Source: an optimization exercise on an open RTL-to-GDS flow (aim: small area). Production flows keep margins and buffers that such runs may drop.
RTL that was checked went through simulation tests only; none was proved equivalent to the original.
For runs 3 to 5, only the layout was checked, not whether the RTL still works.
No activity file was given, so power comes from the tool's default toggle rates.

<file path="config.mk">
export PLATFORM = sky130hd
export DESIGN_NAME = top
export DESIGN_NICKNAME = top
export VERILOG_FILES = /design/flow/design.v
export SDC_FILE = /design/flow/constraint.sdc
export NUM_CORES = 4
export LEC_CHECK = 0
export CAP_MARGIN = 20
export CORE_MARGIN = 2
export CORE_UTILIZATION = 40
export SLEW_MARGIN = 20
</file>
<file path="constraint.sdc">
create_clock -name core_clock -period 10.0 [get_ports {clk}]
set_input_delay 2.0000 -clock core_clock [delete_from_list [all_inputs] [get_ports {clk}]]
set_output_delay 2.0000 -clock core_clock [all_outputs]
set_load 0.01 [all_outputs]
</file>
<file path="run.sh">
#!/bin/bash
# synth_recipe.tcl (not shown) runs the flow's synth.tcl, then flattens the netlist and writes it again
# the make line also repeats each setting of config.mk as NAME=value (left out here)
make -C /OpenROAD-flow-scripts/flow DESIGN_CONFIG=/design/flow/config.mk WORK_HOME=/design/flow/orfs CLKGATE_MAP_FILE= SYNTH_SCRIPT=/design/flow/synth_recipe.tcl finish
</file>
<file path="design.v">
`timescale 1ns/1ps
module button_debounce (
    input  wire clk,         
    input  wire btn_raw,     
    output wire btn_pulse    
);
    reg btn_sync_0;
    reg btn_sync_1;
    always @(posedge clk) begin
        btn_sync_0 <= btn_raw;
        btn_sync_1 <= btn_sync_0;
    end
    localparam MAX_COUNT = 20'd1_000_000;   
    reg [19:0] count;
    reg        btn_db;
    always @(posedge clk) begin
        if (btn_sync_1) begin
            if (count < MAX_COUNT)
                count <= count + 1;
        end else begin
            count <= 0;
        end
        if (count == MAX_COUNT)
            btn_db <= 1'b1;
        else
            btn_db <= 1'b0;
    end
    reg btn_db_d;
    always @(posedge clk) begin
        btn_db_d <= btn_db;
    end
    assign btn_pulse = btn_db & ~btn_db_d;
endmodule
module top (
    input  wire        clk,         
    input  wire [4:0]  btn,         
    input  wire [7:0]  sw,          
    output wire [7:0]  led          
);
    reg [7:0] led_reg;
    assign led = led_reg;
    wire btn_reset_pulse;    
    wire btn_load_pulse;     
    wire btn_left_pulse;     
    wire btn_right_pulse;    
    wire btn_invert_pulse;   
    button_debounce u_btn_invert (
        .clk(clk),
        .btn_raw(btn[0]),
        .btn_pulse(btn_invert_pulse)
    );
    button_debounce u_btn_load (
        .clk(clk),
        .btn_raw(btn[1]),
        .btn_pulse(btn_load_pulse)
    );
    button_debounce u_btn_reset (
        .clk(clk),
        .btn_raw(btn[2]),
        .btn_pulse(btn_reset_pulse)
    );
    button_debounce u_btn_left (
        .clk(clk),
        .btn_raw(btn[3]),
        .btn_pulse(btn_left_pulse)
    );
    button_debounce u_btn_right (
        .clk(clk),
        .btn_raw(btn[4]),
        .btn_pulse(btn_right_pulse)
    );
    always @(posedge clk) begin
        if (btn_reset_pulse) begin
            led_reg <= 8'b00000000;
        end
        else if (btn_load_pulse) begin
            led_reg <= sw;
        end
        else if (btn_left_pulse) begin
            led_reg <= led_reg << 1;
        end
        else if (btn_right_pulse) begin
            led_reg <= led_reg >> 1;
        end
        else if (btn_invert_pulse) begin
            led_reg <= ~led_reg;
        end
    end
endmodule
</file>
==> flow_summary.ini, run 1 <==
[power_and_ir_drop]
p_switching_w = 0.000245
power_frac_comb = 0.030
p_int_w = 0.000898
p_clk_frac = 0.509
p_per_area_mw_per_mm2 = 160
leakage_nw = 2.29
swShare = 0.215
p_seq_frac = 0.462
ir_worst_vdd_v = 0.000112

[cts]
numCtsBuffers = 17
clock_sinks = 128
root_buffer = clkbuf_16
clk_pin_slew_ns = 0.05
holdBufCountCts = 0
clkLatencyLatePin_ns = 0.42
cts_buffer_depth = 2
cts_resized = 0
cts_tree = yes
post_cts_buffers = 0
cts_max_level = 4

[layout]
nets = 758
final-seq-area_sq_mm = 0.00256
antenna_cells = 0
layout_common_cells = 128 x dfxtp_1, 69 x a21oi_1, 61 x nand2_1
final_common_cell = dfxtp_1
layout-drive-gt1-share = 0.0577
syn2layout_area_growth_pct = 14.8
post-route-util = 0.469
nFillCells = 1460
multi_input_area_sq_mm = 0.00342

[setup_path]
crit_arrival_ns = 1.41
worstPathRequired_ns = 8.00
r2r_slack_ns = 7.83
criticalPathCategory = register to output pin
end_kind = output pin
slowest_delay_ns = 0.57
critPathLaunchType = register
path_depth = 1
cp_top_family = buffers and inverters
worstRegToRegCells = 5
slowest_stage = clkdlybuf4s50_1
cp.buffers_inverters = 1
path_cells = clkdlybuf4s50_1
cp_max_fo = 5

[worst_hold_path]
hold_path_class = register to register
whs_path_depth = 0

[floorplan]
ioPinCount = 22
die_x_um = 129
dieArea_sq_mm = 0.0165
die_y_um = 129
core_sq_mm = 0.0152
row_count = 45
initial_core_util = 0.408

[synth]
synth.yosys.seq_area_share = 0.413
yosys_warnings = 2
async_flop_share = 0
ys_ff_latch = 128
syn_nets = 752
netlist_area_sq_mm = 0.00621
synth-edff-count = 0
syn_inst = 728
synth_cell_types = 49
syn_avg_cell_area_sq_um = 8.53
synth_flop_cell = dfxtp_1

[route]
firstDrtPassIters = 5
num_vias = 5664
via_per_inst = 6.07
ant_nets = 0
drtIter0Drc = 398
routed_wl_um = 14900
wl_per_cell_um = 15.9
remaining_drc_errors = 0

[grt]
grt_use_total = 0.186
grt_pass1_wl_um = 24700
grt_overflow = 0
grt_pass1_vias = 5134
grt_start_max_net_pins = 36
grt_antenna_before_repair = 0

[timing]
clock.fmax_mhz = 293
grt_setup_unrepaired = no
relSlewSlack = 0.371
fin_setup_tns_ns = 0
fin_ws_ns = 6.59
fin_hold_ws_ns = 0.326
setup_viol = 0
worstMarginPinSlew_ns = 0.943
skew_ns = 0.00549
hold_viol = 0
min_period_ns = 3.41
finalCritPeriodShare = 0.341
final-max-slew-violation-count = 0

[place]
routabilityCongestion = 0.843
io_buffers = 21
hpwl_um = 10200
dp_slack_ns = 7.01

[status]
status = no timing/DRC/antenna violations

[run]
cap_violations = 0
## stage by stage
step	area [sq um]	std cells	total power, W
5_1_grt	7130	933	0.00119
4_1_cts	7130	933	0.00115
3_3_place_gp	6560	902	0.000570
6_report	7130	933	0.00114
3_5_place_dp	6580	903	0.000572
2_1_floorplan	6210	728	0.000558
## kinds of logic after synthesis
group / share of synthesized area
xor+xnor: 0.00705
flops: 0.413
simple gates: 0.297
fa+ha+maj: 0.0202
compound gates: 0.197
mux: 0.0242
buf+inv: 0.0413
## Yosys cell counts, types with 4 or more instances
cell type  count  area, sq um
and4_1        13          114
clkbuf_1      24         90.1
or4_1         43          323
a21oi_1       69          345
nor4_1        14         87.6
nand4_1       27          169
ha_1          10          125
nor4b_1        6         52.6
xnor2_1        5         43.8
or3_1         28          175
a311o_1        5         50.1
o31ai_1       48          360
o21a_1         6         45.0
nand2b_1      22          138
nor2_1        29          109
a311oi_2       4         60.1
o21ai_0       34          170
nand4b_1       5         43.8
inv_1         23         86.3
buf_2         13         65.1
nand3_1       37          185
nand2_1       61          229
nor3_1         7         35.0
a31oi_1        5         31.3
mux2i_1       15          150
and3_1         6         37.5
dfxtp_1      128         2560
and2_1         5         31.3
## final cells by class
cell class / count / share of cell area
clock inverter: 5 / 0.00773
timing repair buffer: 27 / 0.0369
multi-input combinational: 536 / 0.481
sequential: 128 / 0.360
tap: 188 / 0.0330
inverter: 24 / 0.0126
clock buffer: 25 / 0.0695
## power groups by stage
stage          combinational [W]  sequential (W)  clock, W
2_1_floorplan          0.0000226        0.000535         0
3_3_place_gp           0.0000318        0.000538         0
3_5_place_dp           0.0000336        0.000539         0
4_1_cts                0.0000338        0.000528  0.000592
5_1_grt                0.0000374        0.000529  0.000621
6_report               0.0000337        0.000528  0.000581
## worst paths after layout
check | startpoint | to
min reg2reg | u_btn_left.btn_sync_0 | u_btn_left.btn_sync_1
max | led_reg[5] | led[5]
min | u_btn_left.btn_sync_0 | u_btn_left.btn_sync_1
max reg2reg | u_btn_load.count[9] | u_btn_load.count[19]
## routing by layer
layer | track usage | share of wire | up-vias
met5 | 0 | 0 | -
met4 | 0.0818 | 0.020 | 0
met3 | 0.0445 | 0.039 | 21
met2 | 0.291 | 0.46 | 117
met1 | 0.244 | 0.48 | 2728
li1 | - | - | 2798
==> inputs of run 2 (changes only) <==
--- a/design.v
+++ b/design.v
@@ -2,5 +2,5 @@
 module button_debounce (
-    input  wire clk,         
-    input  wire btn_raw,     
-    output wire btn_pulse    
+    input  wire clk,
+    input  wire btn_raw,
+    output wire btn_pulse
 );
@@ -12,22 +12,14 @@
     end
-    localparam MAX_COUNT = 20'd1_000_000;   
-    reg [19:0] count;
-    reg        btn_db;
+    localparam [19:0] START = 20'hC1546;   
+    localparam [19:0] INV   = 20'hAAAAA;
+    reg  [19:0] cnt_q;
+    wire [19:0] cnt = cnt_q ^ INV;
+    wire ones = &cnt[18:0];                
+    wire fb   = ~(cnt[19] ^ cnt[16]) | ones;
+    reg fire;
     always @(posedge clk) begin
-        if (btn_sync_1) begin
-            if (count < MAX_COUNT)
-                count <= count + 1;
-        end else begin
-            count <= 0;
-        end
-        if (count == MAX_COUNT)
-            btn_db <= 1'b1;
-        else
-            btn_db <= 1'b0;
+        cnt_q <= (btn_sync_1 ? {cnt[18:0], fb} : START) ^ INV;
+        fire  <= ones & ~cnt[19];          
     end
-    reg btn_db_d;
-    always @(posedge clk) begin
-        btn_db_d <= btn_db;
-    end
-    assign btn_pulse = btn_db & ~btn_db_d;
+    assign btn_pulse = fire;
 endmodule
==> flow_summary.ini, run 2 <==
[status]
status = no timing/DRC/antenna violations

[grt]
grt_pass1_wl_um = 10400
grt_use_total = 0.135
grt_antenna_before_repair = 0
grt_start_max_net_pins = 22
grt_pass1_vias = 2288
grt_overflow = 0

[synth]
yosys_warnings = 2
synth.yosys.seq_area_share = 0.663
ys_top_cells_by_count = 123 x dfxtp_1, 71 x nand2_1, 29 x nor2b_1, 21 x nor2_1, 11 x clkbuf_1
synth_flop_cell = dfxtp_1
ys_top_cells_by_area = dfxtp_1 66%, nand2_1 7.2%, nor2b_1 4.9%
syn_inst = 348
yosysMostFrequentCell = dfxtp_1
synth_top_area_cell = dfxtp_1
synth_cell_types = 31
ys_ff_latch = 123
synth-edff-count = 0
async_flop_share = 0
syn_nets = 362
netlist_area_sq_mm = 0.00371
yosysTopAreaCellShare = 0.663
syn_avg_cell_area_sq_um = 10.7

[cts]
cts_resized = 0
post_cts_buffers = 0
root_buffer = clkbuf_8
clock_sinks = 123
holdBufCountCts = 0
numCtsBuffers = 17
cts_max_level = 4
cts_buffer_depth = 2
clkLatencyLatePin_ns = 0.51
cts_tree = yes
clk_pin_slew_ns = 0.06

[setup_path]
slowest_stage = clkdlybuf4s50_1
critPathLaunchType = register
cp.buffers_inverters = 1
cp_max_fo = 5
worstPathRequired_ns = 8.00
criticalPathCategory = register to output pin
path_cells = clkdlybuf4s50_1
slowest_delay_ns = 0.57
crit_arrival_ns = 1.47
cp_top_family = buffers and inverters
r2r_slack_ns = 8.37
end_kind = output pin

[floorplan]
die_x_um = 100
die_y_um = 100
row_count = 35
ioPinCount = 22
initial_core_util = 0.408
dieArea_sq_mm = 0.0101
core_sq_mm = 0.00911

[timing]
grt_setup_unrepaired = no
finalCritPeriodShare = 0.347
skew_ns = 0.00784
worstMarginPinSlew_ns = 0.632
relSlewSlack = 0.575
min_period_ns = 3.47
clock.fmax_mhz = 288
setup_viol = 0
hold_viol = 0
fin_setup_tns_ns = 0
final-max-slew-violation-count = 0

[place]
io_buffers = 21
routabilityCongestion = 0.759
hpwl_um = 3910

[route]
routed_wl_um = 6270
firstDrtPassIters = 4
drtIter0Drc = 57
via_per_inst = 4.77
ant_nets = 0
wl_per_cell_um = 12.7
num_vias = 2361
remaining_drc_errors = 0

[layout]
nets = 385
final_common_cell = dfxtp_1
post-route-util = 0.502
syn2layout_area_growth_pct = 23.1
layout_common_cells = 123 x dfxtp_1, 71 x nand2_1, 29 x nor2b_1
layout-drive-gt1-share = 0.0807
antenna_cells = 0

[power_and_ir_drop]
ir_worst_vdd_v = 0.000112
leakage_nw = 1.89
p_per_area_mw_per_mm2 = 251
power_w = 0.00115

[run]
cap_violations = 0

[worst_hold_path]
hold_path_class = register to register
run 2: path summary, 6_finish.rpt:
| path | end | cells after the start | startpoint |
|---|---|---|---|
| worst max-delay path | led[5] | 1 | led_reg[5] |
| worst max register to register | led_reg[2] | 3 | u_btn_right.fire |
| worst min-delay path | u_btn_load.btn_sync_1 | 0 | u_btn_load.btn_sync_0 |
| worst min register to register | u_btn_load.btn_sync_1 | 0 | u_btn_load.btn_sync_0 |
run 2: layout make-up:
type | count | area, sq um
Sequential cell | 123 | 2460
Clock buffer | 21 | 439
Tap cell | 111 | 139
Multi-Input combinational cell | 207 | 1170
Clock inverter | 11 | 145
Inverter | 1 | 3.75
Timing Repair Buffer | 21 | 210
Fill cell | 847 | 4540
run 2: cell families after synthesis:
family / after synthesis / share of synthesized area
AND/OR/NAND/NOR: 173 / 0.243
buffers and inverters: 18 / 0.0216
flip-flops: 123 / 0.663
AO/OA/AOI/OAI: 29 / 0.0607
XOR/XNOR: 5 / 0.0118
run 2: power breakdown:
group / total, W / switching (W) / internal [W]
Clock: 0.000592 / 0.000207 / 0.000385
Combinational: 0.0000222 / 0.00000743 / 0.0000147
Sequential: 0.000534 / 0.0000177 / 0.000517
Total: 0.00115 / 0.000232 / 0.000916
run 2: routing by layer:
| layer | vias up | part of all wire | track usage |
|---|---|---|---|
| met1 | 1095 | 0.51 | 0.168 |
| met2 | 44 | 0.43 | 0.199 |
| met3 | 9 | 0.039 | 0.0481 |
| met4 | 0 | 0.016 | 0.0854 |
| li1 | 1213 | - | - |
| met5 | - | 0 | 0 |
run 2: through the flow:
step | hold WS [ns] | instance area [sq um] | setup slack [ns] | std cells
after floorplan | 0.310 | 3710 | 7.59 | 348
after global placement | 0.310 | 3990 | 7.08 | 463
after detailed placement | 0.312 | 3990 | 7.06 | 463
after CTS | 0.322 | 4570 | 6.50 | 495
after global routing | 0.329 | 4570 | 6.47 | 495
final | 0.317 | 4570 | 6.53 | 495
==> inputs of run 3 (changes only) <==
==> design.v (replaced) <==
`timescale 1ns/1ps
module button_debounce (
    input  wire clk,
    input  wire btn_raw,
    output wire btn_hit
);
    reg btn_sync_0;
    reg btn_sync_1;
    always @(posedge clk) begin
        btn_sync_0 <= btn_raw;
        btn_sync_1 <= btn_sync_0;
    end
    localparam [19:0] START = 20'hC1546;   
    localparam [19:0] INV   = 20'hAAAAA;
    reg  [19:0] cnt_q;
    wire [19:0] cnt = cnt_q ^ INV;
    wire ones = &cnt[18:0];                
    wire fb   = ~(cnt[19] ^ cnt[16]) | ones;
    always @(posedge clk)
        cnt_q <= (btn_sync_1 ? {cnt[18:0], fb} : START) ^ INV;
    assign btn_hit = ones & ~cnt[19];      
endmodule
module top (
    input  wire        clk,         
    input  wire [4:0]  btn,         
    input  wire [7:0]  sw,          
    output wire [7:0]  led          
);
    reg [7:0] led_reg;
    assign led = led_reg;
    wire [4:0] hit;
    button_debounce u_btn_invert (.clk(clk), .btn_raw(btn[0]), .btn_hit(hit[0]));  
    button_debounce u_btn_load   (.clk(clk), .btn_raw(btn[1]), .btn_hit(hit[1]));  
    button_debounce u_btn_reset  (.clk(clk), .btn_raw(btn[2]), .btn_hit(hit[2]));  
    button_debounce u_btn_left   (.clk(clk), .btn_raw(btn[3]), .btn_hit(hit[3]));  
    button_debounce u_btn_right  (.clk(clk), .btn_raw(btn[4]), .btn_hit(hit[4]));  
    reg do_load, do_left, do_right, do_invert, do_keep;
    always @(posedge clk) begin
        do_load   <= hit[1] & ~hit[2];
        do_left   <= hit[3] & ~hit[2] & ~hit[1];
        do_right  <= hit[4] & ~hit[2] & ~hit[1] & ~hit[3];
        do_invert <= hit[0] & ~hit[2] & ~hit[1] & ~hit[3] & ~hit[4];
        do_keep   <= ~|hit;
    end
    always @(posedge clk) begin
        led_reg <= ({8{do_load}}   & sw)
                 | ({8{do_left}}   & {led_reg[6:0], 1'b0})
                 | ({8{do_right}}  & {1'b0, led_reg[7:1]})
                 | ({8{do_invert}} & ~led_reg)
                 | ({8{do_keep}}   & led_reg);
    end
endmodule
--- a/config.mk
+++ b/config.mk
@@ -10,2 +10,5 @@
 export CORE_UTILIZATION = 40
+export CTS_BUF_LIST = sky130_fd_sc_hd__clkbuf_8
+export CTS_CLUSTER_DIAMETER = 200
+export CTS_CLUSTER_SIZE = 40
 export SLEW_MARGIN = 20
==> flow_summary.ini, run 3 <==
[worst_hold_path]
whs_path_depth = 0
hp-start = u_btn_invert.btn_sync_0
hold_path_class = register to register

[floorplan]
dieArea_sq_mm = 0.00977
die_y_um = 98.9
row_count = 34
ioPinCount = 22
initial_core_util = 0.413
core_sq_mm = 0.00872
die_x_um = 98.9

[cts]
numCtsBuffers = 17
cts_resized = 0
cts_buffer_depth = 2
clkLatencyLatePin_ns = 0.42
cts_tree = yes
post_cts_buffers = 0
clk_pin_slew_ns = 0.08
cts_max_level = 4
root_buffer = clkbuf_8
holdBufCountCts = 0
clock_sinks = 123

[power_and_ir_drop]
ir_worst_vdd_v = 0.0000732
leakage_nw = 1.75
p_per_area_mw_per_mm2 = 231

[synth]
netlist_area_sq_mm = 0.00360
synth-edff-count = 0
syn_inst = 319
synth_cell_types = 34
synth_top_area_cell = dfxtp_1
synth.yosys.seq_area_share = 0.684
ys_top_cells_by_area = dfxtp_1 68%, nand2_1 8.4%, nor2b_1 4.9%
syn_avg_cell_area_sq_um = 11.3
yosysTopAreaCellShare = 0.684
syn_nets = 333
yosys_warnings = 2
async_flop_share = 0
ys_ff_latch = 123
yosysMostFrequentCell = dfxtp_1
synth_flop_cell = dfxtp_1
ys_top_cells_by_count = 123 x dfxtp_1, 81 x nand2_1, 28 x nor2b_1, 12 x clkbuf_1, 7 x mux2i_1

[place]
hpwl_um = 3710
routabilityCongestion = 0.735
io_buffers = 21

[setup_path]
criticalPathCategory = register to output pin
crit_path_start = led_reg[2]
crit_arrival_ns = 1.38
worstPathRequired_ns = 8.00
reg2reg_from = u_btn_reset.cnt_q[17]
cp.buffers_inverters = 1
cp_top_family = buffers and inverters
critPathLaunchType = register
end_kind = output pin
slowest_stage = clkdlybuf4s50_1
slowest_delay_ns = 0.56
path_depth = 1
path_cells = clkdlybuf4s50_1
cp_max_fo = 4
worstRegToRegCells = 4

[route]
via_per_inst = 4.74
remaining_drc_errors = 0
ant_nets = 0
firstDrtPassIters = 4
drtIter0Drc = 64
routed_wl_um = 5570
num_vias = 2220
wl_per_cell_um = 11.9

[timing]
clock.fmax_mhz = 296
setup_viol = 0
relSlewSlack = 0.623
fin_setup_tns_ns = 0
finalCritPeriodShare = 0.338
worstMarginPinSlew_ns = 0.565
hold_viol = 0
grt_setup_unrepaired = no
skew_ns = 0.0108
min_period_ns = 3.38
final-max-slew-violation-count = 0

[grt]
grt_use_total = 0.128
grt_overflow = 0
grt_antenna_before_repair = 0
grt_start_max_net_pins = 21
grt_pass1_vias = 2203
grt_pass1_wl_um = 9760

[layout]
layout-drive-gt1-share = 0.103
final_common_cell = dfxtp_1
nets = 361
layout_common_cells = 123 x dfxtp_1, 81 x nand2_1, 28 x nor2b_1
post-route-util = 0.496
antenna_cells = 0
syn2layout_area_growth_pct = 20.1
nFillCells = 782

[status]
status = no timing/DRC/antenna violations

[run]
cap_violations = 0
## run 3: cell count changes in the layout (fill, tap and decap cells not counted), moves of 5 or more
cell and delta:
mux2i_1 +7, a41o_1 -5, nand2_1 +10, clkbuf_16 -16, or4_1 -7, a211oi_1 -5, and2_1 -9, nand3_1 +6
clkbuf_8 +16, nor2_1 -17, a222oi_1 +6
## run 3: metrics by stage
step                      hold WS (ns)  area, sq um  std cells  total power [W]  setup WS [ns]
after floorplan                  0.310         3600        319         0.000553           7.49
after global placement           0.310         3900        436         0.000564           7.04
after detailed placement         0.313         3900        436         0.000565           7.00
final                            0.323         4320        468          0.00100           6.62
after CTS                        0.327         4320        468          0.00101           6.58
after global routing             0.335         4320        468          0.00104           6.53
## run 3: logic make-up after synthesis
kind of cell	share of synthesized area
AO/OA/AOI/OAI	0.0382
XOR/XNOR	0.0122
buffers and inverters	0.0125
flip-flops	0.684
multiplexers	0.0195
AND/OR/NAND/NOR	0.234
## run 3: routing by layer
layer	vias to the layer above	GRT usage	wire, um
li1	1131	-	-
met1	1039	0.155	2800
met2	39	0.189	2400
met3	11	0.0603	262
met4	0	0.0685	107
met5	-	0	0
## run 3: layout make-up
class	count	area, sq um	area share
Sequential cell	123	2460	0.570
Multi-Input combinational cell	184	1090	0.253
Clock buffer	18	248	0.0573
Timing Repair Buffer	21	210	0.0486
Clock inverter	14	174	0.0402
Tap cell	108	135	0.0313
## run 3: power by group
part | internal, W | switching (W)
Clock | 0.000254 | 0.000193
Sequential | 0.000515 | 0.0000182
Combinational | 0.0000133 | 0.00000668
## run 3: worst register-to-register path, cell delays in order (launching register included)
cell and delay, ns:
dfxtp_1 0.32, or4b_4 0.55, nor4_4 0.29, a22o_4 0.18, and4b_1 0.18
## run 3: path summary, 6_finish.rpt
kind,slack (ns),endpoint
worst max register to register,8.38,do_right
worst min register to register,0.32,u_btn_invert.btn_sync_1
worst min-delay path,0.32,u_btn_invert.btn_sync_1
worst max-delay path,6.62,led[2]
==> inputs of run 4 (changes only) <==
--- a/config.mk
+++ b/config.mk
@@ -10,5 +10,5 @@
 export CORE_UTILIZATION = 40
-export CTS_BUF_LIST = sky130_fd_sc_hd__clkbuf_8
-export CTS_CLUSTER_DIAMETER = 200
-export CTS_CLUSTER_SIZE = 40
+export CTS_BUF_LIST = sky130_fd_sc_hd__clkbuf_16
+export CTS_CLUSTER_DIAMETER = 500
+export CTS_CLUSTER_SIZE = 100
 export SLEW_MARGIN = 20
==> flow_summary.ini, run 4 <==
[setup_path]
worstRegToRegCells = 4
path_depth = 1
cp.buffers_inverters = 1
reg2reg_from = u_btn_reset.cnt_q[17]
crit_path_start = led_reg[5]
critPathLaunchType = register
r2r-end = do_right
cp_top_family = buffers and inverters
slowest_stage = clkdlybuf4s50_1
crit_arrival_ns = 1.36
worstPathRequired_ns = 8.00
r2r_slack_ns = 8.37
slowest_delay_ns = 0.57
cp_max_fo = 5
path_cells = clkdlybuf4s50_1
criticalPathCategory = register to output pin
end_kind = output pin

[run]
cap_violations = 0

[synth]
yosysMostFrequentCell = dfxtp_1
yosys_warnings = 2
async_flop_share = 0
synth_flop_cell = dfxtp_1
syn_inst = 319
syn_avg_cell_area_sq_um = 11.3
synth-edff-count = 0
ys_ff_latch = 123
syn_nets = 333
synth_cell_types = 34
synth_top_area_cell = dfxtp_1
ys_top_cells_by_count = 123 x dfxtp_1, 81 x nand2_1, 28 x nor2b_1, 12 x clkbuf_1, 7 x mux2i_1
ys_top_cells_by_area = dfxtp_1 68%, nand2_1 8.4%, nor2b_1 4.9%
synth.yosys.seq_area_share = 0.684
netlist_area_sq_mm = 0.00360
yosysTopAreaCellShare = 0.684

[timing]
setup_viol = 0
skew_ns = 0.00949
final-max-slew-violation-count = 0
finalCritPeriodShare = 0.336
hold_viol = 0
clock.fmax_mhz = 298
relSlewSlack = 0.624
grt_setup_unrepaired = no
fin_hold_ws_ns = 0.322
worstMarginPinSlew_ns = 0.563
fin_setup_tns_ns = 0
min_period_ns = 3.36

[power_and_ir_drop]
swShare = 0.204
p_switching_w = 0.000236
ir_worst_vdd_v = 0.0000870
p_clk_frac = 0.521
power_frac_comb = 0.017
p_int_w = 0.000920
p_seq_frac = 0.462
p_per_area_mw_per_mm2 = 257
leakage_nw = 1.83

[layout]
syn2layout_area_growth_pct = 25.1
final_area_sq_mm = 0.00450
fin_cells = 468
multi_input_area_sq_mm = 0.00109
final_common_cell = dfxtp_1
antenna_cells = 0
nFillCells = 766
layout-drive-gt1-share = 0.100
final-seq-area_sq_mm = 0.00246
layout_common_cells = 123 x dfxtp_1, 81 x nand2_1, 28 x nor2b_1
nets = 361
post-route-util = 0.516

[floorplan]
die_x_um = 98.9
initial_core_util = 0.413
dieArea_sq_mm = 0.00977
core_sq_mm = 0.00872
die_y_um = 98.9
row_count = 34
ioPinCount = 22

[route]
wl_per_cell_um = 12.1
routed_wl_um = 5660
num_vias = 2249
drtIter0Drc = 66
via_per_inst = 4.81
remaining_drc_errors = 0
firstDrtPassIters = 4
ant_nets = 0

[worst_hold_path]
hp-start = u_btn_invert.btn_sync_0
min_to = u_btn_invert.btn_sync_1
hold_path_class = register to register
whs_path_depth = 0

[place]
dp_cells = 436
routabilityCongestion = 0.735
hpwl_um = 3710
dpl_cell_area_sq_mm = 0.00390
io_buffers = 21

[cts]
holdBufCountCts = 0
post_cts_buffers = 0
numCtsBuffers = 17
clkLatencyLatePin_ns = 0.40
cts_tree = yes
clk_pin_slew_ns = 0.06
cts_resized = 0
cts_buffer_depth = 2
cts_max_level = 4
root_buffer = clkbuf_16
clock_sinks = 123

[grt]
grt_use_total = 0.129
grt_overflow = 0
grt_pass1_wl_um = 9860
grt_pass1_vias = 2219
grt_antenna_before_repair = 0
grt_start_max_net_pins = 21

[status]
status = no timing/DRC/antenna violations
[run 4: how the worst max path moves through the flow]
stage                       endpoint  slack (ns)
after floorplan           led_reg[5]        7.49
after CTS                     led[5]        6.61
final                         led[5]        6.64
after global placement    led_reg[2]        7.04
after detailed placement  led_reg[1]        7.00
after global routing          led[5]        6.57
[run 4: metrics by stage]
step,total power (W),worst slack [ns]
after CTS,0.00117,6.61
after detailed placement,0.000565,7.00
final,0.00116,6.64
after global placement,0.000564,7.04
after global routing,0.00120,6.57
after floorplan,0.000553,7.49
[run 4: power groups by stage]
stage	sequential (W)	clock [W]	combinational [W]
6_report	0.000534	0.000602	0.0000201
5_1_grt	0.000538	0.000638	0.0000231
4_1_cts	0.000534	0.000618	0.0000206
3_5_place_dp	0.000545	0	0.0000203
3_3_place_gp	0.000544	0	0.0000194
2_1_floorplan	0.000536	0	0.0000172
[run 4: cell type report]
cell class	count	area share
well taps	108	0.0300
multi-input cells	184	0.243
clock inverters	15	0.0395
clock buffers	17	0.0945
repair buffers	21	0.0467
flip-flops and latches	123	0.547
[run 4: logic make-up (layout without fill, tap and decap cells)]
| kind of cell | after synthesis | after routing | synth area share |
|---|---|---|---|
| AOI/OAI and AO/OA | 16 | 16 | 0.0382 |
| xor gates and xnor gates | 5 | 5 | 0.0122 |
| buffers and inverters | 12 | 53 | 0.0125 |
| DFF | 123 | 123 | 0.684 |
| muxes | 7 | 7 | 0.0195 |
| and+or+nand+nor | 156 | 156 | 0.234 |
[run 4: routing by layer]
| layer | vias up | wire length, um | track usage |
|---|---|---|---|
| met1 | 1062 | 2800 | 0.155 |
| met3 | 14 | 267 | 0.0603 |
| met2 | 36 | 2460 | 0.192 |
| met4 | 0 | 125 | 0.0717 |
| met5 | - | 0 | 0 |
| li1 | 1137 | - | - |
==> inputs of run 5 (changes only) <==
==> flow/run.sh (new file) <==
#!/bin/bash
# Layout flow: the standard flow (standard.sh) with these changes:
#  - synthesis maps logic with an area-oriented ABC script (flow/area_synth.tcl,
#    flow/abc_area.script); registers and their names are the standard ones;
#  - ports are buffered with sky130_fd_sc_hd__buf_1 (every port still gets a buffer);
#  - clock tree synthesis uses clkbuf_4 and no dummy loads;
#  - a denser floorplan.
# Each tool's output stays in orfs/logs; make's own output goes to flow_make.log.
set -euo pipefail
W=$(pwd)
export AREA_ABC_SCRIPT=$W/flow/abc_area.script
bash standard.sh \
  SYNTH_SCRIPT=$W/flow/area_synth.tcl \
  "BUFFER_PORTS_ARGS=-buffer_cell sky130_fd_sc_hd__buf_1" \
  "CTS_ARGS=-sink_clustering_enable -repair_clock_nets -dont_use_dummy_load -buf_list sky130_fd_sc_hd__clkbuf_4" \
  CORE_UTILIZATION=70 PLACE_DENSITY=0.75 \
  finish > $W/flow_make.log 2>&1
==> flow/abc_area.script (new file) <==
strash
dch -f
amap
topo
==> flow/area_synth.tcl (new file) <==
# The standard synthesis script (synth_recipe.tcl), except that ORFS's
# final ABC technology mapping uses flow/abc_area.script, an area-oriented
# mapping, in place of ABC's delay-oriented script. Registers are mapped
# before ABC runs, so they are the standard synthesis's, with the same names.
proc synth {args} { yosys synth -nofsm -noshare {*}$args }
proc abc {args} {
  set i [lsearch -exact $args -script]
  if { $i >= 0 } {
    lset args [expr { $i + 1 }] $::env(AREA_ABC_SCRIPT)
  }
  yosys abc {*}$args
}
source $::env(SCRIPTS_DIR)/synth.tcl
# left out here: clear keep_hierarchy, flatten, clean up, hide names made inside functions, write 1_2_yosys.v
==> standard.sh (new file) <==
#!/bin/bash
# synth_recipe.tcl (not shown) runs the flow's synth.tcl, then flattens the netlist and writes it again
# the make line also repeats each setting of config.mk as NAME=value (left out here)
make -C /OpenROAD-flow-scripts/flow DESIGN_CONFIG=/design/flow/config.mk WORK_HOME=/design/flow/orfs CLKGATE_MAP_FILE= SYNTH_SCRIPT=/design/flow/synth_recipe.tcl "${@:-finish}"
--- a/config.mk
+++ b/config.mk
@@ -10,5 +10,2 @@
 export CORE_UTILIZATION = 40
-export CTS_BUF_LIST = sky130_fd_sc_hd__clkbuf_16
-export CTS_CLUSTER_DIAMETER = 500
-export CTS_CLUSTER_SIZE = 100
 export SLEW_MARGIN = 20
removed: run.sh
==> flow_summary.ini, run 5 <==
[floorplan]
die_y_um = 73.6
core_sq_mm = 0.00469
initial_core_util = 0.723
die_x_um = 73.6
row_count = 25
dieArea_sq_mm = 0.00542
ioPinCount = 22

[grt]
grt_pass1_vias = 1987
grt_start_max_net_pins = 17
grt_overflow = 0
grt_use_total = 0.214
grt_pass1_wl_um = 8480
grt_antenna_before_repair = 0

[place]
dpl_cell_area_sq_mm = 0.00354
hpwl_um = 3370
routabilityCongestion = 0.760
io_buffers = 21

[setup_path]
cp_max_fo = 5
crit_arrival_ns = 1.08
slowest_delay_ns = 0.42
criticalPathCategory = register to output pin
end_kind = output pin
cp_top_family = flip-flops
cp.buffers_inverters = 1
worstPathRequired_ns = 8.00
path_cells = buf_1
critPathLaunchType = register
slowest_stage = dfxtp_1

[cts]
root_buffer = clkbuf_4
cts_buffer_depth = 2
holdBufCountCts = 0
clk_pin_slew_ns = 0.09
clock_sinks = 123
numCtsBuffers = 17
cts_max_level = 4
cts_resized = 0
cts_tree = yes
post_cts_buffers = 0
clkLatencyLatePin_ns = 0.50

[synth]
ys_top_cells_by_count = 123 x dfxtp_1, 82 x nand2_1, 38 x nor2_1, 16 x clkinv_1, 10 x or4_1
syn_avg_cell_area_sq_um = 10.8
synth-edff-count = 0
async_flop_share = 0
yosysTopAreaCellShare = 0.726
syn_inst = 315
yosys_warnings = 2
yosysMostFrequentCell = dfxtp_1
synth_top_area_cell = dfxtp_1
ys_ff_latch = 123
syn_nets = 329
ys_top_cells_by_area = dfxtp_1 73%, nand2_1 9.1%, nor2_1 4.2%
synth.yosys.seq_area_share = 0.726
synth_cell_types = 20
netlist_area_sq_mm = 0.00339
synth_flop_cell = dfxtp_1

[layout]
final_common_cell = dfxtp_1
nFillCells = 326
layout-drive-gt1-share = 0.0482
nets = 369
post-route-util = 0.781
layout_common_cells = 123 x dfxtp_1, 82 x nand2_1, 38 x nor2_1
multi_input_area_sq_um = 868
antenna_cells = 0
final-seq-area_sq_mm = 0.00246
syn2layout_area_growth_pct = 8.08
final_area_sq_mm = 0.00366

[route]
routed_wl_um = 5010
via_per_inst = 5.36
ant_nets = 0
firstDrtPassIters = 6
wl_per_cell_um = 12.3
num_vias = 2181
remaining_drc_errors = 0
drtIter0Drc = 88

[worst_hold_path]
hold_path_class = register to register

[timing]
finalCritPeriodShare = 0.308
worstMarginPinSlew_ns = 0.490
hold_viol = 0
grt_setup_unrepaired = no
skew_ns = 0.0409
clock.fmax_mhz = 325
fin_setup_tns_ns = 0
min_period_ns = 3.08
fin_hold_ws_ns = 0.334
final-max-slew-violation-count = 0
setup_viol = 0
relSlewSlack = 0.673

[power_and_ir_drop]
leakage_nw = 1.50
ir_worst_vdd_v = 0.000184
p_per_area_mw_per_mm2 = 207

[run]
cap_violations = 0

[status]
status = no timing/DRC/antenna violations
==> run 5: cell types whose count changed in the layout (fill, tap and decap cells not counted), sizes merged, moves of 6 or more <==
cell / change
buf: +21
clkdlybuf4s50: -21
clkinv: +8
mux2i: -7
nand3: -6
nor2: +34
nor2b: -27
nor4: -7
o221ai: +6
or4: +8
==> run 5: final cells by class <==
type	count	area share
tap	54	0.0184
clock buffer	17	0.0348
timing repair buffer	21	0.0215
inverter	16	0.0164
multi-input combinational	176	0.237
sequential	123	0.672
==> run 5: path summary, 6_finish.rpt <==
kind / from / end / slack [ns] / cells past startpoint
max: led_reg[6] / led[6] / 6.92 / 1
min: u_btn_load.btn_sync_0 / u_btn_load.btn_sync_1 / 0.33 / 0
max reg2reg: u_btn_reset.cnt_q[7] / do_keep / 8.15 / 6
min reg2reg: u_btn_load.btn_sync_0 / u_btn_load.btn_sync_1 / 0.33 / 0
==> run 5: logic make-up (layout without fill, tap and decap cells) <==
kind of cell | after synthesis | in the layout | share of synthesized area
and+or+nand+nor | 154 | 154 | 0.200
DFF | 123 | 123 | 0.726
xor gates and xnor gates | 3 | 3 | 0.00775
buffers and inverters | 16 | 54 | 0.0177
AOI/OAI and AO/OA | 19 | 19 | 0.0480
==> run 5: power breakdown <==
part           leakage [nW]  total (W)  switching (W)  internal [W]
clock                0.0782   0.000211       0.000134     0.0000775
sequential             1.02   0.000531      0.0000161      0.000515
combinational         0.397  0.0000155     0.00000807    0.00000741
total                  1.50   0.000758       0.000158      0.000600
==> run 5: per-stage QoR <==
stage               cells  power [W]  worst slack [ns]
floorplan             315   0.000549              7.45
global placement      390   0.000556              7.35
detailed placement    390   0.000558              7.33
CTS                   407   0.000767              6.89
global route          407   0.000792              6.84
finish                407   0.000758              6.92
==> run 5: layer usage <==
layer  vias up  track usage  share of wire
met5         -            0              0
met4         0        0.139          0.026
met2        53        0.296           0.41
met3        14       0.0892          0.057
met1       974        0.276           0.51
li1       1140            -              -
==> inputs of run 6 (changes only) <==
--- a/design.v
+++ b/design.v
@@ -16,7 +16,7 @@
     wire [19:0] cnt = cnt_q ^ INV;
-    wire ones = &cnt[18:0];                
-    wire fb   = ~(cnt[19] ^ cnt[16]) | ones;
+    wire last = ~cnt[19] & (&cnt[18:6]) & cnt[4] & cnt[3] & cnt[1] & cnt[0];
+    wire fb   = ~(cnt[19] ^ cnt[16]) | last;
     always @(posedge clk)
         cnt_q <= (btn_sync_1 ? {cnt[18:0], fb} : START) ^ INV;
-    assign btn_hit = ones & ~cnt[19];      
+    assign btn_hit = last;
 endmodule
==> flow_summary.ini, run 6 <==
[setup_path]
slowest_delay_ns = 0.41
slowest_stage = dfxtp_1
r2r_slack_ns = 8.00
reg2reg_from = u_btn_left.cnt_q[13]
end_kind = output pin
criticalPathCategory = register to output pin
r2r-end = do_keep
crit_arrival_ns = 1.06
critPathLaunchType = register
worstRegToRegCells = 6
cp_max_fo = 5
crit_path_start = led_reg[6]
path_cells = buf_1
worstPathRequired_ns = 8.00
cp.buffers_inverters = 1
cp_top_family = flip-flops

[synth]
netlist_area_sq_mm = 0.00335
synth_top_area_cell = dfxtp_1
syn_nets = 324
syn_avg_cell_area_sq_um = 10.8
synth.yosys.seq_area_share = 0.734
yosysTopAreaCellShare = 0.734
syn_inst = 310
ys_ff_latch = 123
synth_flop_cell = dfxtp_1
synth_cell_types = 20
yosys_warnings = 2
synth-edff-count = 0
yosysMostFrequentCell = dfxtp_1
async_flop_share = 0
ys_top_cells_by_area = dfxtp_1 73%, nand2_1 8.5%, nor2_1 5.0%
ys_top_cells_by_count = 123 x dfxtp_1, 76 x nand2_1, 45 x nor2_1, 13 x clkinv_1, 9 x nand4_1

[power_and_ir_drop]
p_per_area_mw_per_mm2 = 209
ir_worst_vdd_v = 0.000113
leakage_nw = 1.52
power_w = 0.000758

[place]
routabilityCongestion = 0.762
io_buffers = 21
dp_cells = 386
hpwl_um = 3450

[route]
drtIter0Drc = 79
firstDrtPassIters = 4
routed_wl_um = 4990
num_vias = 2149
remaining_drc_errors = 0
ant_nets = 0
via_per_inst = 5.33
wl_per_cell_um = 12.4

[timing]
hold_viol = 0
finalCritPeriodShare = 0.306
grt_setup_unrepaired = no
skew_ns = 0.0224
clock.fmax_mhz = 327
final-max-slew-violation-count = 0
setup_viol = 0
min_period_ns = 3.06
relSlewSlack = 0.553
fin_setup_tns_ns = 0
worstMarginPinSlew_ns = 0.664

[floorplan]
die_y_um = 73.2
initial_core_util = 0.720
row_count = 25
die_x_um = 73.2
ioPinCount = 22
core_sq_mm = 0.00466
dieArea_sq_mm = 0.00536

[cts]
holdBufCountCts = 0
root_buffer = clkbuf_4
clkLatencyLatePin_ns = 0.48
cts_buffer_depth = 2
numCtsBuffers = 17
clk_pin_slew_ns = 0.08
post_cts_buffers = 0
cts_resized = 0
cts_tree = yes
cts_max_level = 4
clock_sinks = 123

[worst_hold_path]
min_to = u_btn_invert.btn_sync_1
whs_path_depth = 0
hp-start = u_btn_invert.btn_sync_0
hold_path_class = register to register

[layout]
layout_common_cells = 123 x dfxtp_1, 76 x nand2_1, 45 x nor2_1
antenna_cells = 0
nFillCells = 324
layout-drive-gt1-share = 0.0516
nets = 365
final_common_cell = dfxtp_1
syn2layout_area_growth_pct = 8.39
fin_cells = 403

[grt]
grt_start_max_net_pins = 17
grt_antenna_before_repair = 0
grt_overflow = 0
grt_pass1_vias = 1985
grt_use_total = 0.218
grt_pass1_wl_um = 8510

[run]
cap_violations = 0

[status]
status = no timing/DRC/antenna violations
[run 6: through the flow]
| stage | hold slack, ns | worst slack (ns) | instance area, sq um | utilization |
|---|---|---|---|---|
| global placement | 0.311 | 7.34 | 3510 | 0.753 |
| floorplan | 0.310 | 7.45 | 3350 | - |
| finish | 0.325 | 6.94 | 3640 | 0.780 |
| global route | 0.339 | 6.87 | 3640 | 0.780 |
| CTS | 0.330 | 6.90 | 3640 | 0.780 |
| detailed placement | 0.317 | 7.30 | 3510 | 0.753 |
[run 6: cells by family after synthesis]
group                  synth area share
AND/OR/NAND/NOR                   0.196
flip-flops                        0.734
AO/OA/AOI/OAI                    0.0425
buffers and inverters            0.0145
XOR/XNOR                         0.0131
[run 6: worst max path at each step]
stage | cells after the start | to
CTS | 1 | led[6]
global placement | 3 | led_reg[4]
finish | 1 | led[6]
floorplan | 2 | led_reg[1]
global route | 1 | led[6]
detailed placement | 3 | led_reg[1]
[run 6: area by class of cell]
type                    instances  area, sq um  share of cell area
flip-flops and latches        123         2460               0.677
clock buffers                  17          128              0.0351
repair buffers                 22         86.3              0.0237
multi-input cells             174          843               0.232
inverters                      13         48.8              0.0134
well taps                      54         67.6              0.0186
[run 6: per-layer routing]
metal  part of all wire  up-vias  global-route usage
li1                   -     1117                   -
met1               0.50      974               0.281
met2               0.44       54               0.296
met3              0.059        4               0.112
met4             0.0050        0               0.119
met5                  0        -                   0
[run 6: report_power, final]
group	total, W	switching (W)	internal [W]
Clock	0.000210	0.000133	0.0000777
Sequential	0.000531	0.0000163	0.000515
Combinational	0.0000165	0.00000872	0.00000779

[port drivers added, routing unchanged]
In the flow no input, the clock included, has a driving cell. The finished layouts below were timed again as built, in two steps.
Step 1, drivers: a clkbuf_16 drives clk and a buf_2 each remaining input, both assumed.
Step 2 also shifts input and output timing later by t, the mid clock arrival at the registers, as if the neighbouring blocks saw the same clock.
a / b / c = ideal / step 1 / step 2; a / b = the first two.
| run | t, ns | setup slack, ns | worst register clock-pin slew, ns |
|---|---|---|---|
| run 1 | 0.454 | 6.592 / 6.552 / 7.006 | 0.06 / 0.06 |
| run 2 | 0.540 | 6.528 / 6.496 / 7.037 | 0.06 / 0.06 |
| run 3 | 0.450 | 6.624 / 6.592 / 7.013 | 0.08 / 0.08 |
| run 4 | 0.433 | 6.639 / 6.602 / 7.007 | 0.06 / 0.06 |
| run 5 | 0.510 | 6.921 / 6.895 / 7.267 | 0.11 / 0.11 |
| run 6 | 0.483 | 6.943 / 6.921 / 7.288 | 0.10 / 0.10 |
After both steps setup and hold are still met in every run listed.
